This design comes from an exercise in tuning for small area and a short achievable clock period on the open sky130 flow, not from production work.
No run shown here included a check of the RTL's function; only the layout flow was run.
Power and IR drop assume default switching activity.

==> flow/design.v (outline; a module is shown in full before it is edited, if it fits) <==
// module Q1S: 4753 lines
module Q1S(a, b, clk, res);
  // ...
==> flow/run.sh <==
#!/bin/bash
# synth_recipe.tcl (not shown) runs the flow's synth.tcl, then flattens the netlist and writes it again
# the make line also repeats each setting of config.mk as NAME=value (left out here)
make -C /OpenROAD-flow-scripts/flow DESIGN_CONFIG=/design/flow/config.mk WORK_HOME=/design/flow/orfs CLKGATE_MAP_FILE= SYNTH_SCRIPT=/design/flow/synth_recipe.tcl finish
==> flow/config.mk <==
export PLATFORM = sky130hd
export DESIGN_NAME = Q1S
export DESIGN_NICKNAME = Q1S
export VERILOG_FILES = /design/flow/design.v
export SDC_FILE = /design/flow/constraint.sdc
export NUM_CORES = 4
export LEC_CHECK = 0
export CAP_MARGIN = 20
export CORE_MARGIN = 2
export CORE_UTILIZATION = 40
export SETUP_SLACK_MARGIN = 4.6
export SLEW_MARGIN = 20
==> flow/constraint.sdc <==
create_clock -name core_clock -period 7.5 [get_ports {clk}]
set_input_delay 1.5000 -clock core_clock [delete_from_list [all_inputs] [get_ports {clk}]]
set_output_delay 1.5000 -clock core_clock [all_outputs]
set_load 0.01 [all_outputs]
==> out/summary.txt, run 1 <==
Max VDD drop -> 0.240 mV
Final Instance Area -> 42900 µm²
Commonest non-fill, non-tap cell in the layout -> dfxtp_1
Postcts setup bufs -> 0
Commonest cells after routing, fill and taps aside -> 559 x dfxtp_1, 531 x inv_1, 497 x a22oi_1, 474 x fa_1, 421 x xnor2_1
Crit path arrival time -> 3.46 ns
Initial antenna violation count -> 9
Fin crit share -> 0.393
Most frequent cell after synthesis -> dfxtp_1
DP Wirelength -> 75700 µm
Post-DR wirelength/cell -> 25.0 µm
Crit path launch type -> register
Top-area cell type share of the netlist area -> 0.325
Maxcap violations -> 0
Hold path endpoint -> r5_584
Worst-path maximum fanout -> 33
Layout clock area frac -> 0.0598
Slowest cell delay on critical path -> 1.14 ns
Switching share of power -> 0.432
Largest family of logic cells by synthesized area -> adder cells
Register share of total power -> 0.289
Status -> finished clean
Seq power -> 6.13 mW
Top post-synthesis cells by count -> 629 x dfxtp_1, 533 x inv_1, 497 x a22oi_1
Routability cong. -> 0.874
Path category of the worst min-delay check -> reg2reg
Vias per cell -> 5.48
==> inputs of run 2 (changes only) <==
--- a/flow/config.mk
+++ b/flow/config.mk
@@ -8,5 +8,7 @@
 export CAP_MARGIN = 20
 export CORE_MARGIN = 2
 export CORE_UTILIZATION = 40
-export SETUP_SLACK_MARGIN = 4.6
+export CTS_CLUSTER_DIAMETER = 100
+export CTS_CLUSTER_SIZE = 20
+export SETUP_SLACK_MARGIN = 4.8
 export SLEW_MARGIN = 20
==> run 2 against run 1 <==
  * Global-route usage is 0.17 points lower
  * Register-to-register slack improved by 0.16 ns
  * Cell count fell by 1.6%
  * Die area did not move
  * Utilization is 1.2 points lower
  * Largest power group unchanged
  * Sequential share of layout area is 1.1 points higher
==> out/summary.txt, run 2 <==
Slowest cell delay on critical path -> 1.06 ns (was 1.14 ns)
Hold Worst Slack -> 0.329 ns (was 0.317 ns)
Ports -> 129 (unchanged)
FF/Latch Area -> 12800 µm² (was 12700 µm²)
Clk root buf -> clkbuf_16 (unchanged)
Achievable Freq -> 0.359 GHz (was 0.339 GHz)
Power Dens Cells -> 475 nW/µm² (was 494 nW/µm²)
Buffer and inverter count on the worst path -> 0 (unchanged)
Largest family of logic cells by synthesized area -> adder cells (unchanged)
# DRC -> 0 (unchanged)
Total die area -> 99400 µm² (unchanged)
Hold path endpoint -> r5_595 (was r5_584)
Global Route Usage Sum -> 0.245 (was 0.246)
Finished Layout Cells -> 4819 (was 4898)
Vias -> 26600 (was 26900)
Synth Area in XOR/XNOR -> 0.136 (unchanged)
Hold_sp -> r4_531 (was r4_520)
Routability cong. -> 0.874 (unchanged)
Commonest non-fill, non-tap cell in the layout -> dfxtp_1 (unchanged)
Most frequent CP cell -> fa_1 (unchanged)
Synth Area per Inst -> 10.5 µm² (unchanged)
Top post-synthesis cells by count -> 629 x dfxtp_1, 533 x inv_1, 497 x a22oi_1 (unchanged)
Top-area cell type share of the netlist area -> 0.325 (unchanged)
Num CTS Buffers -> 38 (was 74)
CP top delay family -> flip-flops (was adder cells)
Slew headroom -> 0.274 (was 0.184)
Worst reg2reg startpoint -> r1_34 (was r1_57)
CP Class -> reg2reg (unchanged)
# fillers -> 9208 (was 9157)
Maxcap violations -> 0 (unchanged)
CTS tree -> built (unchanged)
Final setup violation count -> 0 (unchanged)
Synth Area in Compound Gates -> 0.130 (unchanged)
Power Total -> 19.8 mW (was 21.2 mW)
First-pass GRT wire length -> 181000 µm (was 182000 µm)
Initial Util -> 0.402 (unchanged)
Post-layout util -> 0.433 (was 0.445)
Main area contributors after synthesis -> dfxtp_1 32%, fa_1 24%, a22oi_1 9.6% (unchanged)
Pre-CTS WS -> 4.17 ns (unchanged)
Min cycle time layout -> 2.79 ns (was 2.95 ns)
#FFs+latches synth -> 629 (unchanged)
Fin crit share -> 0.372 (was 0.393)
Status -> finished clean (unchanged)
Post-synth EDFFs -> 0 (unchanged)
Max VDD drop -> 0.222 mV (was 0.240 mV)
CP Launch Point -> r1_34 (was r1_57)
Commonest cells after routing, fill and taps aside -> 535 x dfxtp_1, 531 x inv_1, 497 x a22oi_1, 473 x fa_1, 421 x xnor2_1 (was 559 x dfxtp_1, 531 x inv_1, 497 x a22oi_1, 474 x fa_1, 421 x xnor2_1)
Unique masters post-synth -> 60 (unchanged)
Asr flop ratio synth -> 0 (unchanged)
CP endpoint kind -> register (unchanged)
DP Wirelength -> 75700 µm (unchanged)
Worst-path clk slew -> 0.09 ns (was 0.06 ns)
DIE HEIGHT -> 315 µm (unchanged)
Multiplexer share of the synthesized area -> 0.000291 (unchanged)
Hold depth -> 0 (unchanged)
Sequential area share after synthesis -> 0.325 (unchanged)
CP max-delay cell -> dfxtp_2 (unchanged)
Final Instance Area -> 41800 µm² (was 42900 µm²)
NumNets Final -> 4176 (was 4203)
Synth Cell Area -> 38800 µm² (unchanged)
Vias per cell -> 5.52 (was 5.48)
Multi-input gate area -> 22800 µm² (was 22600 µm²)
Die Wd -> 315 µm (unchanged)
Yosys top cell by area -> dfxtp_1 (unchanged)
Port-buffer cells -> 128 (unchanged)
Final hold violations -> 0 (unchanged)
Fraction of final layout cells with drive strength greater than 1 -> 0.0824 (was 0.0693)
Synth Area in Adders -> 0.277 (unchanged)
Path category of the worst min-delay check -> reg2reg (unchanged)
1st-iter DRT viols -> 3034 (was 3269)
Initial antenna violation count -> 6 (was 9)
Clock Sinks -> 629 (unchanged)
Synth Warn # -> 1 (unchanged)
Top_reg_cell synth -> dfxtp_1 (unchanged)
Layout area overhead -> 7.71% (was 10.6%)
CP cell instances -> a22oi_1 > xnor2_1 > fa_1 > fa_1 (unchanged)
R2R depth -> 4 (unchanged)
Crit path launch type -> register (unchanged)
Reg2reg setup slack -> 4.71 ns (was 4.55 ns)
Worst-case clock buffer depth -> 3 (unchanged)
Worst-path maximum fanout -> 32 (was 33)
Largest net degree at the start of global routing -> 67 (unchanged)
Post-DR wirelength/cell -> 25.4 µm (was 25.0 µm)
Crit path required time -> 7.97 ns (was 8.01 ns)
Fin worst setup slack -> 4.71 ns (was 4.55 ns)
Detailed Route WL -> 122000 µm (about the same)
Row cnt -> 114 (unchanged)
Net Count, Synth -> 4347 (unchanged)
Area after DPL -> 40200 µm² (unchanged)
Overflow after GRT -> 0 (unchanged)
Final Max Slew Viols -> 0 (unchanged)
Most frequent cell after synthesis -> dfxtp_1 (unchanged)
1st-pass router iterations -> 6 (unchanged)
CTS H-tree depth -> 2 (was 3)
RSZ-0062 raised after global routing -> yes (unchanged)
Reg2reg end -> r2_242 (was r2_182)
Crit path arrival time -> 3.26 ns (was 3.46 ns)
Clock latency on the worst-skew pair -> 0.63 ns (was 0.65 ns)
Simple-Gate Fraction of Synth Area -> 0.0357 (unchanged)
Layout Skew -> 0.0429 ns (was 0.0415 ns)
Core Area -> 96400 µm² (unchanged)
Lkg Pwr -> 17.4 nW (was 18.2 nW)
ANT nets after route -> 0 (unchanged)
Cells after DPL -> 4761 (unchanged)
Setup TNS -> 0 ns (unchanged)
Cells after Synth -> 3707 (unchanged)
Actual slew at the worst max-slew pin -> 1.09 ns (was 1.22 ns)
Vias in the first global route -> 28000 (was 28400)
[run 2: final cells by class]
type	count	area share
clock buffers	41	0.0238
flip-flops and latches	629	0.307
diodes	1	0.0000599
well taps	1276	0.0382
inverters	540	0.0491
clock inverters	5	0.00162
repair buffers	162	0.0332
multi-input cells	2165	0.547
[run 2: timing repair]
item,CTS,global route
hold buffers,0,0
gates resized for setup,256,106
pin swaps,12,8
buffers inserted,8,3
setup endpoints to repair,237,108
[run 2: layer usage]
layer | wire length, µm | global-route usage
met1 | 50000 | 0.331
met2 | 50700 | 0.355
met3 | 16400 | 0.0901
met4 | 5100 | 0.0944
met5 | 41 | 0
[run 2: how the worst max path moves through the flow]
stage	end	slack, ns	cells past startpoint
global route	r4_551	4.75	9
floorplan	r2_196	4.88	7
finish	r2_242	4.71	4
CTS	r4_562	4.79	9
detailed placement	r4_563	4.17	9
global placement	r4_563	4.11	9
[run 2: cells by family after synthesis]
logic type / count (synthesis)
AOI/OAI and AO/OA: 706
xor gates and xnor gates: 604
adders and majority gates: 575
buffers and inverters: 913
DFF: 629
muxes: 1
and+or+nand+nor: 279
[run 2: report_power, final]
| part | internal, mW | switching [mW] |
|---|---|---|
| logic | 4.84 | 6.65 |
| clock network | 0.988 | 1.19 |
| registers | 5.08 | 1.07 |
| total | 10.9 | 8.91 |

## re-timing with driven ports
No port has a modelled driver above. Below, the same layouts with a new extraction and two added sets of constraints.
Step 1: set_driving_cell puts a clkbuf_16 on clk and a buf_2 on each other input, an assumption about the parent block.
Step 2 adds t to the input delays and takes it off the output delays; t is the mean of the earliest and latest rising clock arrival at the registers after step 1. Input paths then give back, and output paths get back, about the clock's delay inside the block.
Three values: ideal, step 1, step 2; two values: the first two.
| run | t (ns) | setup WS [ns] | worst hold slack (ns) | clock arrival spread, ns |
|---|---|---|---|---|
| run 1 | 0.696 | 4.550 / 4.550 / 4.550 | 0.317 / 0.317 / 0.317 | 0.045 / 0.044 |
| run 2 | 0.678 | 4.712 / 4.712 / 4.712 | 0.329 / 0.329 / 0.329 | 0.046 / 0.045 |
After both steps setup and hold are still met in every run listed.
